Background: an optimization exercise with open tools, aiming at small area, a short achievable clock period and few clock cycles. Do not read the settings as production practice. RTL that was checked went through simulation tests only; none was proved equivalent to the original.

Design fir_single_chan, start of the top module:
module fir_single_chan (
  input clk,
  input rst,
  output logic [15:0] data_addr_rd_o,
  output logic [15:0] data_addr_wr_o,
  input  logic [15:0] data_din_i,
  output logic [15:0] data_dout_o,
  output logic        data_we_o,
  output logic        done_intr
);
Size in the first run: about 68 I/O pins.
==> flow/config.mk <==
export PLATFORM = sky130hd
export DESIGN_NAME = fir_single_chan
export DESIGN_NICKNAME = fir_single_chan
export VERILOG_FILES = /design/flow/design.v
export SDC_FILE = /design/flow/constraint.sdc
export NUM_CORES = 4
export LEC_CHECK = 0
export CAP_MARGIN = 20
export CORE_MARGIN = 2
export CORE_UTILIZATION = 40
export CTS_BUF_LIST = sky130_fd_sc_hd__clkbuf_8
export CTS_CLUSTER_DIAMETER = 80
export CTS_CLUSTER_SIZE = 16
export PLACE_DENSITY = 0.7
export SETUP_SLACK_MARGIN = 3.2
export SLEW_MARGIN = 20
==> flow/constraint.sdc <==
create_clock -name core_clock -period 5.5 [get_ports {clk}]
set_input_delay 1.1000 -clock core_clock [delete_from_list [all_inputs] [get_ports {clk}]]
set_output_delay 1.1000 -clock core_clock [all_outputs]
set_load 0.01 [all_outputs]
standard.sh (not shown) runs the stock make flow with config.mk's settings and CLKGATE_MAP_FILE= SYNTH_SCRIPT=/design/flow/synth_recipe.tcl, a recipe that flattens the netlist after the stock synthesis.
==> flow/flow/run.sh <==
#!/bin/bash
# Own layout flow: the standard ORFS flow (standard.sh, standard synthesis), with the
# ports buffered by plain buffers instead of the delay cells buffer_ports picks by default,
# and sizing not held to the cells' footprints. Each tool's output goes to a log here.
set -uo pipefail
bash standard.sh \
  'BUFFER_PORTS_ARGS=-buffer_cell sky130_fd_sc_hd__buf_2' \
  MATCH_CELL_FOOTPRINT=0 \
  finish > flow_make.log 2>&1
status=$?
cp -r orfs/logs flow_logs 2>/dev/null || true
exit $status
The starting point finished clean.
Testbench counts at the start, summed over its fixed seeds: cycles 262,196.
Next try:
- PLACE_DENSITY: 0.7 -> 0.6
After rerunning: Clock-buffer cell count is higher by 1. Non-clock buffer count is lower by 15. First-iteration DRC count is lower by about a fifth. Flip-flop and latch count stays the same. Worst setup slack is better by 0.17 ns.
Next try:
- CTS_BUF_LIST: sky130_fd_sc_hd__clkbuf_8 -> sky130_fd_sc_hd__clkbuf_16
- CTS_CLUSTER_DIAMETER: 80 -> 100
- CTS_CLUSTER_SIZE: 16 -> 22
What happened:
- The new run ran to the end with no violations
- cell count stays the same
- via count stays flat
- synthesized cell count does not change
Next try:
- CTS_BUF_LIST: sky130_fd_sc_hd__clkbuf_16 -> sky130_fd_sc_hd__clkbuf_8
- CTS_CLUSTER_DIAMETER: 100 -> 80
- CTS_CLUSTER_SIZE: 22 -> 16
- SETUP_SLACK_MARGIN: 3.2 -> 3.25
Outcome: The changed run went through all stages and came out clean. Fmax shrinks by a few percent. Design area stays flat. Wire length grows slightly. Register-to-register slack gets worse by 0.08 ns.
Next try:
- SETUP_SLACK_MARGIN: 3.25 -> 3.3
Outcome: The new run finished clean; global-route usage went up by 0.11 points; synthesized cell count stays the same; synthesized area does not change; clock skew barely changes; cell count went up by 1.5%; wire length went up by 1.9%; die area is unchanged; design area went up by 2.1%; clock-buffer cell count went up by 1.


== job 4566 ==
fir_single_chan, a different RTL version from the one above (not shown whole).
Size in the first run: roughly 0.013 sq mm of cells after synthesis.
Design fir_single_chan, start of the top module:
module fir_single_chan (
  input clk,
  input rst,
  output logic [15:0] data_addr_rd_o,
  output logic [15:0] data_addr_wr_o,
  input  logic [15:0] data_din_i,
  output logic [15:0] data_dout_o,
  output logic        data_we_o,
  output logic        done_intr
);
==> flow/config.mk <==
export PLATFORM = sky130hd
export DESIGN_NAME = fir_single_chan
export DESIGN_NICKNAME = fir_single_chan
export VERILOG_FILES = /design/flow/design.v
export SDC_FILE = /design/flow/constraint.sdc
export NUM_CORES = 4
export LEC_CHECK = 0
export CAP_MARGIN = 20
export CORE_MARGIN = 2
export CORE_UTILIZATION = 40
export CTS_BUF_LIST = sky130_fd_sc_hd__clkbuf_16
export CTS_CLUSTER_DIAMETER = 100
export CTS_CLUSTER_SIZE = 22
export PLACE_DENSITY = 0.6
export SETUP_SLACK_MARGIN = 3.2
export SLEW_MARGIN = 20
==> flow/constraint.sdc <==
create_clock -name core_clock -period 5.5 [get_ports {clk}]
set_input_delay 1.1000 -clock core_clock [delete_from_list [all_inputs] [get_ports {clk}]]
set_output_delay 1.1000 -clock core_clock [all_outputs]
set_load 0.01 [all_outputs]
==> flow/flow/run.sh <==
#!/bin/bash
# Own layout flow: the standard ORFS flow (standard.sh, standard synthesis), with the
# ports buffered by plain buffers instead of the delay cells buffer_ports picks by default,
# and sizing not held to the cells' footprints. Each tool's output goes to a log here.
set -uo pipefail
bash standard.sh \
  'BUFFER_PORTS_ARGS=-buffer_cell sky130_fd_sc_hd__buf_4' \
  MATCH_CELL_FOOTPRINT=0 \
  finish > flow_make.log 2>&1
status=$?
cp -r orfs/logs flow_logs 2>/dev/null || true
exit $status
Job 4566: flow completed, timing, DRC and antenna clean
Testbench counts of job 4566, summed over its fixed seeds: cycles 262,196.
diff inputs: job 4566 => job 3636
- a change of CORE_UTILIZATION from 40 to 55
- a change of PLACE_DENSITY from 0.6 to 0.7
--- outcome ---
Job 3636: all stages complete, timing, DRC and antenna checks passed
Job 3636 vs job 4566 on setup slack: job 3636 is the lower one.
Job 3636 contains more vias than job 4566.
Job 3636 vs. job 4566: effective utilization at floorplan up 15 points; quantity of I/O buffers inserted on ports held.
Modified inputs, job 7679 compared to job 3636
- CTS_CLUSTER_SIZE: 22 -> 16
- CORE_UTILIZATION: 55 -> 40
- PLACE_DENSITY: 0.7 -> 0.6
- CTS_CLUSTER_DIAMETER: 100 -> 80
- CTS_BUF_LIST: sky130_fd_sc_hd__clkbuf_16 -> sky130_fd_sc_hd__clkbuf_8
==> flow/flow/run.sh <==
#!/bin/bash
# Own layout flow: the standard ORFS flow (standard.sh, standard synthesis), with the
# ports buffered by plain buffers (buf_1 on inputs, buf_2 on outputs) instead of the delay
# cells buffer_ports picks by default, and sizing not held to the cells' footprints.
# Each tool's output goes to a log here.
set -uo pipefail
here=$(pwd)
bash standard.sh \
  "PRE_GLOBAL_PLACE_TCL=$here/flow/pre_gpl.tcl" \
  'BUFFER_PORTS_ARGS=-outputs -buffer_cell sky130_fd_sc_hd__buf_2' \
  MATCH_CELL_FOOTPRINT=0 \
  finish > flow_make.log 2>&1
status=$?
cp -r orfs/logs flow_logs 2>/dev/null || true
exit $status
==> flow/flow/pre_gpl.tcl (new file) <==
# Buffer the input ports with small buffers before the standard buffer_ports call,
# which BUFFER_PORTS_ARGS limits to the outputs.
buffer_ports -inputs -buffer_cell sky130_fd_sc_hd__buf_1
Notes after the runs:
All of job 7679 and job 3636 finish clean.
When job 7679 is measured against job 3636, its sequential share of layout area turns out 1.3 points higher.
Compared to job 3636, the routing of job 7679 uses less wire.
Lower met2 track demand over resource goes to job 7679 over job 3636.
Diff job 3636 -> job 7679: minimum setup slack after placement has decreased.
Here is what was changed in the inputs of job 6869 compared with job 7679.
==> flow/flow/run.sh <==
#!/bin/bash
# Own layout flow: the standard ORFS flow (standard.sh, standard synthesis), with the
# ports buffered by plain buffers instead of the delay cells buffer_ports picks by default,
# and sizing not held to the cells' footprints. Each tool's output goes to a log here.
set -uo pipefail
bash standard.sh \
  'BUFFER_PORTS_ARGS=-buffer_cell sky130_fd_sc_hd__buf_4' \
  MATCH_CELL_FOOTPRINT=0 \
  finish > flow_make.log 2>&1
status=$?
cp -r orfs/logs flow_logs 2>/dev/null || true
exit $status
removed: flow/flow/pre_gpl.tcl
--- outcome ---
Job 6869 reached the final stage; the timing, design-rule and antenna checks on its layout passed. On job 6869: cell count is 20 higher than what job 7679 gave. Side by side, number of cells upsized or downsized after cts turned out higher in job 6869 than in job 7679. Diff job 7679 -> job 6869 | final area | increase of about 2.6%. Job 7679 -> job 6869: fraction of met1 tracks used by global routing flat. Job 7679 -> job 6869: wire length on met1 flat. Area overhead of the layout relative to synthesis was higher in the run labelled job 6869. On wire length of the first global-routing pass, job 6869 does worse than job 7679. The higher clock-buffer cell count of job 6869 and job 7679 is in job 6869. Summary: with job 7679 as the reference, total wire length after detailed routing in job 6869 moved up slightly.
The inputs of job 9152 differ from those of job 6869 as listed below.
- a change of SETUP_SLACK_MARGIN from 3.2 to 3.5
- a change of CTS_BUF_LIST from sky130_fd_sc_hd__clkbuf_8 to sky130_fd_sc_hd__clkbuf_16
- a change of CTS_CLUSTER_DIAMETER from 80 to 100
- a change of CTS_CLUSTER_SIZE from 16 to 22
==> comparison <==
Note that the via count recorded for job 9152 amounts to 1.06 times the value seen in job 6869. Worst path setup slack after routing: job 9152 vs job 6869 up 0.046 ns. Delta (job 9152 minus job 6869): area of the multi-input gates now larger, routed wire length +8.5%. The destination of the critical timing path comes out pb[16] in one run and pa[16] in the other, namely in job 6869 and job 9152 respectively.
For job 6286, these inputs were changed with respect to job 9152:
- SETUP_SLACK_MARGIN now 3.2, was 3.5
- CTS_CLUSTER_SIZE now 16, was 22
- CTS_BUF_LIST now sky130_fd_sc_hd__clkbuf_8, was sky130_fd_sc_hd__clkbuf_16
- CTS_CLUSTER_DIAMETER now 80, was 100
--- a/flow/flow/run.sh
+++ b/flow/flow/run.sh
@@ -7 +7 @@
-  'BUFFER_PORTS_ARGS=-buffer_cell sky130_fd_sc_hd__buf_4' \
+  'BUFFER_PORTS_ARGS=-buffer_cell sky130_fd_sc_hd__buf_2' \
### Flow results
Fmax: job 9152 vs job 6286, no meaningful difference. Job 9152 ended up with pa[16] as its termination of the worst setup path; job 6286 ended up with pb[16]. Final area (job 6286 / job 9152): 0.890. Compared job 9152 against job 6286; minimum period implied by the final worst setup slack within noise. Re hold slack: job 6286 is 0.0039 ns up on job 9152.


## raven
fir_single_chan, a different RTL version from the one above (not shown whole).
Size in the first run: ~1100 cells after synthesis, roughly 300 flip-flops, roughly 68 I/O pins, about 13000 um2 of cells after synthesis.
// fir_single_chan
module fir_single_chan (
  input clk,
  input rst,
  output logic [15:0] data_addr_rd_o,
  output logic [15:0] data_addr_wr_o,
  input  logic [15:0] data_din_i,
  output logic [15:0] data_dout_o,
  output logic        data_we_o,
  output logic        done_intr
);
Settings: LEC_CHECK=0, CAP_MARGIN=20, CORE_MARGIN=2, CORE_UTILIZATION=40, PLACE_DENSITY=0.6, SLEW_MARGIN=20; clock period 5.5 ns.
==> flow/flow/run.sh <==
#!/bin/bash
# Own layout flow: the standard ORFS flow (standard.sh, standard synthesis), with the
# ports buffered by plain buffers instead of the delay cells buffer_ports picks by default,
# and sizing not held to the cells' footprints. Each tool's output goes to a log here.
set -uo pipefail
bash standard.sh \
  'BUFFER_PORTS_ARGS=-buffer_cell sky130_fd_sc_hd__buf_4' \
  MATCH_CELL_FOOTPRINT=0 \
  finish > flow_make.log 2>&1
status=$?
cp -r orfs/logs flow_logs 2>/dev/null || true
exit $status
Edits applied to the flow inputs when going from raven to lagoon:
-- flow/config.mk --
<<< raven, line 10
export CORE_UTILIZATION = 40
export PLACE_DENSITY = 0.6
export SLEW_MARGIN = 20
>>> lagoon, line 10
export CORE_UTILIZATION = 40
export PLACE_DENSITY = 0.6
export SETUP_SLACK_MARGIN = 3.0
export SLEW_MARGIN = 20
Notes after the runs:
- Reported for raven and lagoon, first-pass iteration count of the detailed router turned out identical to the last digit.
- Compare raven and lagoon | iteration-0 DRC count of the detailed router higher: lagoon
- NOTE final layout net count raven->lagoon increased slightly
- lagoon vs raven on total wire length after detailed routing: lagoon is the higher one.
- lagoon vs raven: level count of the clock H-tree up in lagoon
#### Input delta (tundra over lagoon)
-- flow/config.mk --
<<< lagoon, line 10
export CORE_UTILIZATION = 40
export PLACE_DENSITY = 0.6
export SETUP_SLACK_MARGIN = 3.0
export SLEW_MARGIN = 20
>>> tundra, line 10
export CORE_UTILIZATION = 40
export PLACE_DENSITY = 0.6
export SETUP_SLACK_MARGIN = 3.2
export SLEW_MARGIN = 20
Findings:
As far as die area goes, tundra and lagoon are indistinguishable; the numbers are identical. Layout overhead on the synthesized area for tundra: 4.3 points up relative to lagoon. Of lagoon and tundra, tundra shows the lower maximum frequency, with lagoon above it. Looking at final period utilization across lagoon and tundra, the one that comes out lower is lagoon. Delta (tundra minus lagoon): setup slack after placement climbed 0.028 ns, detail-routed net length per standard cell climbed about 2.3%, first-pass GRT wire length climbed about 3.2%, data arrival at the endpoint of the critical path climbed 0.09 ns, met3 capacity usage during global routing climbed 0.18 points. The number of fill cells in the layout in tundra was lower than what lagoon gave. Across lagoon and tundra, the outcome is the same: a clean finish for every run.
No run of this note included a check of the RTL's function; only the layout flow was run.


Another version of the RTL of fir_single_chan (not shown whole).
Size in the first run: ~1300 cells after synthesis, about 320 flip-flops, roughly 68 I/O pins.
clock: 5.5 ns
lec_check: 0
cap_margin: 20
core_margin: 2
core_utilization: 40
place_density: 0.6
slew_margin: 20
Scripts as last shown in full above: flow/flow/run.sh
The starting point passed the timing, design-rule and antenna checks.
Next try:
==> flow/run.sh (new file) <==
#!/bin/bash
# synth_recipe.tcl (not shown) runs the flow's synth.tcl, then flattens the netlist and writes it again
# the make line also repeats each setting of config.mk as NAME=value (left out here)
make -C /OpenROAD-flow-scripts/flow DESIGN_CONFIG=/design/flow/config.mk WORK_HOME=/design/flow/orfs CLKGATE_MAP_FILE= SYNTH_SCRIPT=/design/flow/synth_recipe.tcl finish
--- a/flow/config.mk
+++ b/flow/config.mk
@@ -10,3 +10,4 @@
 export CORE_UTILIZATION = 40
 export PLACE_DENSITY = 0.6
+export SETUP_SLACK_MARGIN = 2.5
 export SLEW_MARGIN = 20
removed: flow/flow/run.sh
removed: flow/standard.sh
Effect: Via count stays flat. Clock skew hardly moves. Area after synthesis does not change. Sequential share of layout area drops by 0.54 points. Critical path depth does not change. Wire length came out lower by 1.2%. Count of clock-buffer cells in the layout shrinks by 5. Global-route usage came out lower by 0.24 points. Maximum frequency climbs by 1.9%.
Next try:
==> flow/flow/run.sh (new file) <==
#!/bin/bash
# Own layout flow: the standard ORFS flow (standard.sh, standard synthesis), with the
# ports buffered by plain buffers instead of the delay cells buffer_ports picks by default,
# and sizing not held to the cells' footprints. Each tool's output goes to a log here.
set -uo pipefail
bash standard.sh \
  'BUFFER_PORTS_ARGS=-buffer_cell sky130_fd_sc_hd__buf_4' \
  MATCH_CELL_FOOTPRINT=0 \
  finish > flow_make.log 2>&1
status=$?
cp -r orfs/logs flow_logs 2>/dev/null || true
exit $status
==> flow/standard.sh (new file) <==
#!/bin/bash
# synth_recipe.tcl (not shown) runs the flow's synth.tcl, then flattens the netlist and writes it again
# the make line also repeats each setting of config.mk as NAME=value (left out here)
make -C /OpenROAD-flow-scripts/flow DESIGN_CONFIG=/design/flow/config.mk WORK_HOME=/design/flow/orfs CLKGATE_MAP_FILE= SYNTH_SCRIPT=/design/flow/synth_recipe.tcl "${@:-finish}"
--- a/flow/config.mk
+++ b/flow/config.mk
@@ -10,4 +10,4 @@
 export CORE_UTILIZATION = 40
 export PLACE_DENSITY = 0.6
-export SETUP_SLACK_MARGIN = 2.5
+export SETUP_SLACK_MARGIN = 3.3
 export SLEW_MARGIN = 20
removed: flow/run.sh
Result: The changed run finished with timing, DRC and antenna clean; final area is higher by about 4.3%; synthesized area stays the same; clock skew hardly moves; worst setup slack gains 0.10 ns; register-to-register slack gains 0.10 ns.
Next try:
==> flow/run.sh (new file) <==
#!/bin/bash
# synth_recipe.tcl (not shown) runs the flow's synth.tcl, then flattens the netlist and writes it again
# the make line also repeats each setting of config.mk as NAME=value (left out here)
make -C /OpenROAD-flow-scripts/flow DESIGN_CONFIG=/design/flow/config.mk WORK_HOME=/design/flow/orfs CLKGATE_MAP_FILE= SYNTH_SCRIPT=/design/flow/synth_recipe.tcl finish
--- a/flow/config.mk
+++ b/flow/config.mk
@@ -10,4 +10,3 @@
 export CORE_UTILIZATION = 40
 export PLACE_DENSITY = 0.6
-export SETUP_SLACK_MARGIN = 3.3
 export SLEW_MARGIN = 20
removed: flow/flow/run.sh
removed: flow/standard.sh
Result:
- worst setup slack degrades by 0.18 ns
- synthesized cell count does not change
- global-route usage goes down by 0.71 points
Function was not checked in any run of this note: the RTL went through the layout flow alone.

-- static timing again, ports no longer ideal --
The results above use ideal ports. As a check the final layouts listed here were re-extracted and re-timed, cells and wires unchanged. Step 1, drivers: a clkbuf_16 drives clk and a buf_2 each remaining input, both assumed. Step 2 moves the port delays by t, midway between the first and last clock arrival at a register: inputs arrive t later, outputs are due t later. That takes back most of the time a late clock gives input paths. a / b / c = ideal ports / drivers / drivers and shift; a / b = the first two.
run	t, ns	slack for setup (ns)	worst register clock-pin slew, ns	worst data-port slew with drivers (ns)
the first run of note 1	0.588	3.115 / 3.115 / 3.115	0.10 / 0.10	0.05
the second run of note 1	0.597	3.283 / 3.238 / 3.144	0.10 / 0.10	0.05
the third run of note 1	0.558	3.272 / 3.220 / 3.137	0.09 / 0.09	0.04
the fourth run of note 1	0.585	3.194 / 3.194 / 3.125	0.10 / 0.10	0.04
the fifth run of note 1	0.592	3.292 / 3.292 / 3.085	0.10 / 0.10	0.04
job 4566	0.542	3.237 / 3.232 / 3.128	0.09 / 0.09	0.05
job 3636	0.550	3.198 / 3.198 / 3.134	0.09 / 0.09	0.05
job 7679	0.585	3.245 / 3.221 / 3.184	0.11 / 0.11	0.56
job 6869	0.593	3.229 / 3.218 / 3.107	0.10 / 0.10	0.05
job 9152	0.544	3.275 / 3.275 / 3.119	0.09 / 0.09	0.03
job 6286	0.583	3.277 / 3.238 / 3.112	0.10 / 0.10	0.05
raven	0.595	2.494 / 2.494 / 1.924	0.06 / 0.06	0.05
lagoon	0.551	2.654 / 2.654 / 2.339	0.06 / 0.06	0.05
tundra	0.548	2.571 / 2.571 / 2.364	0.06 / 0.06	0.06
the first run of note 4	0.565	2.647 / 2.647 / 2.647	0.06 / 0.06	0.03
the second run of note 4	0.556	2.700 / 2.700 / 2.700	0.06 / 0.06	0.03
the third run of note 4	0.553	2.802 / 2.802 / 2.802	0.06 / 0.06	0.04
the fourth run of note 4	0.557	2.622 / 2.622 / 2.622	0.06 / 0.06	0.03
After both steps every run listed still meets setup and hold. For raven, which loses most, drivers alone change the setup slack by 0.000 ns; drivers and shift together by -0.570 ns.
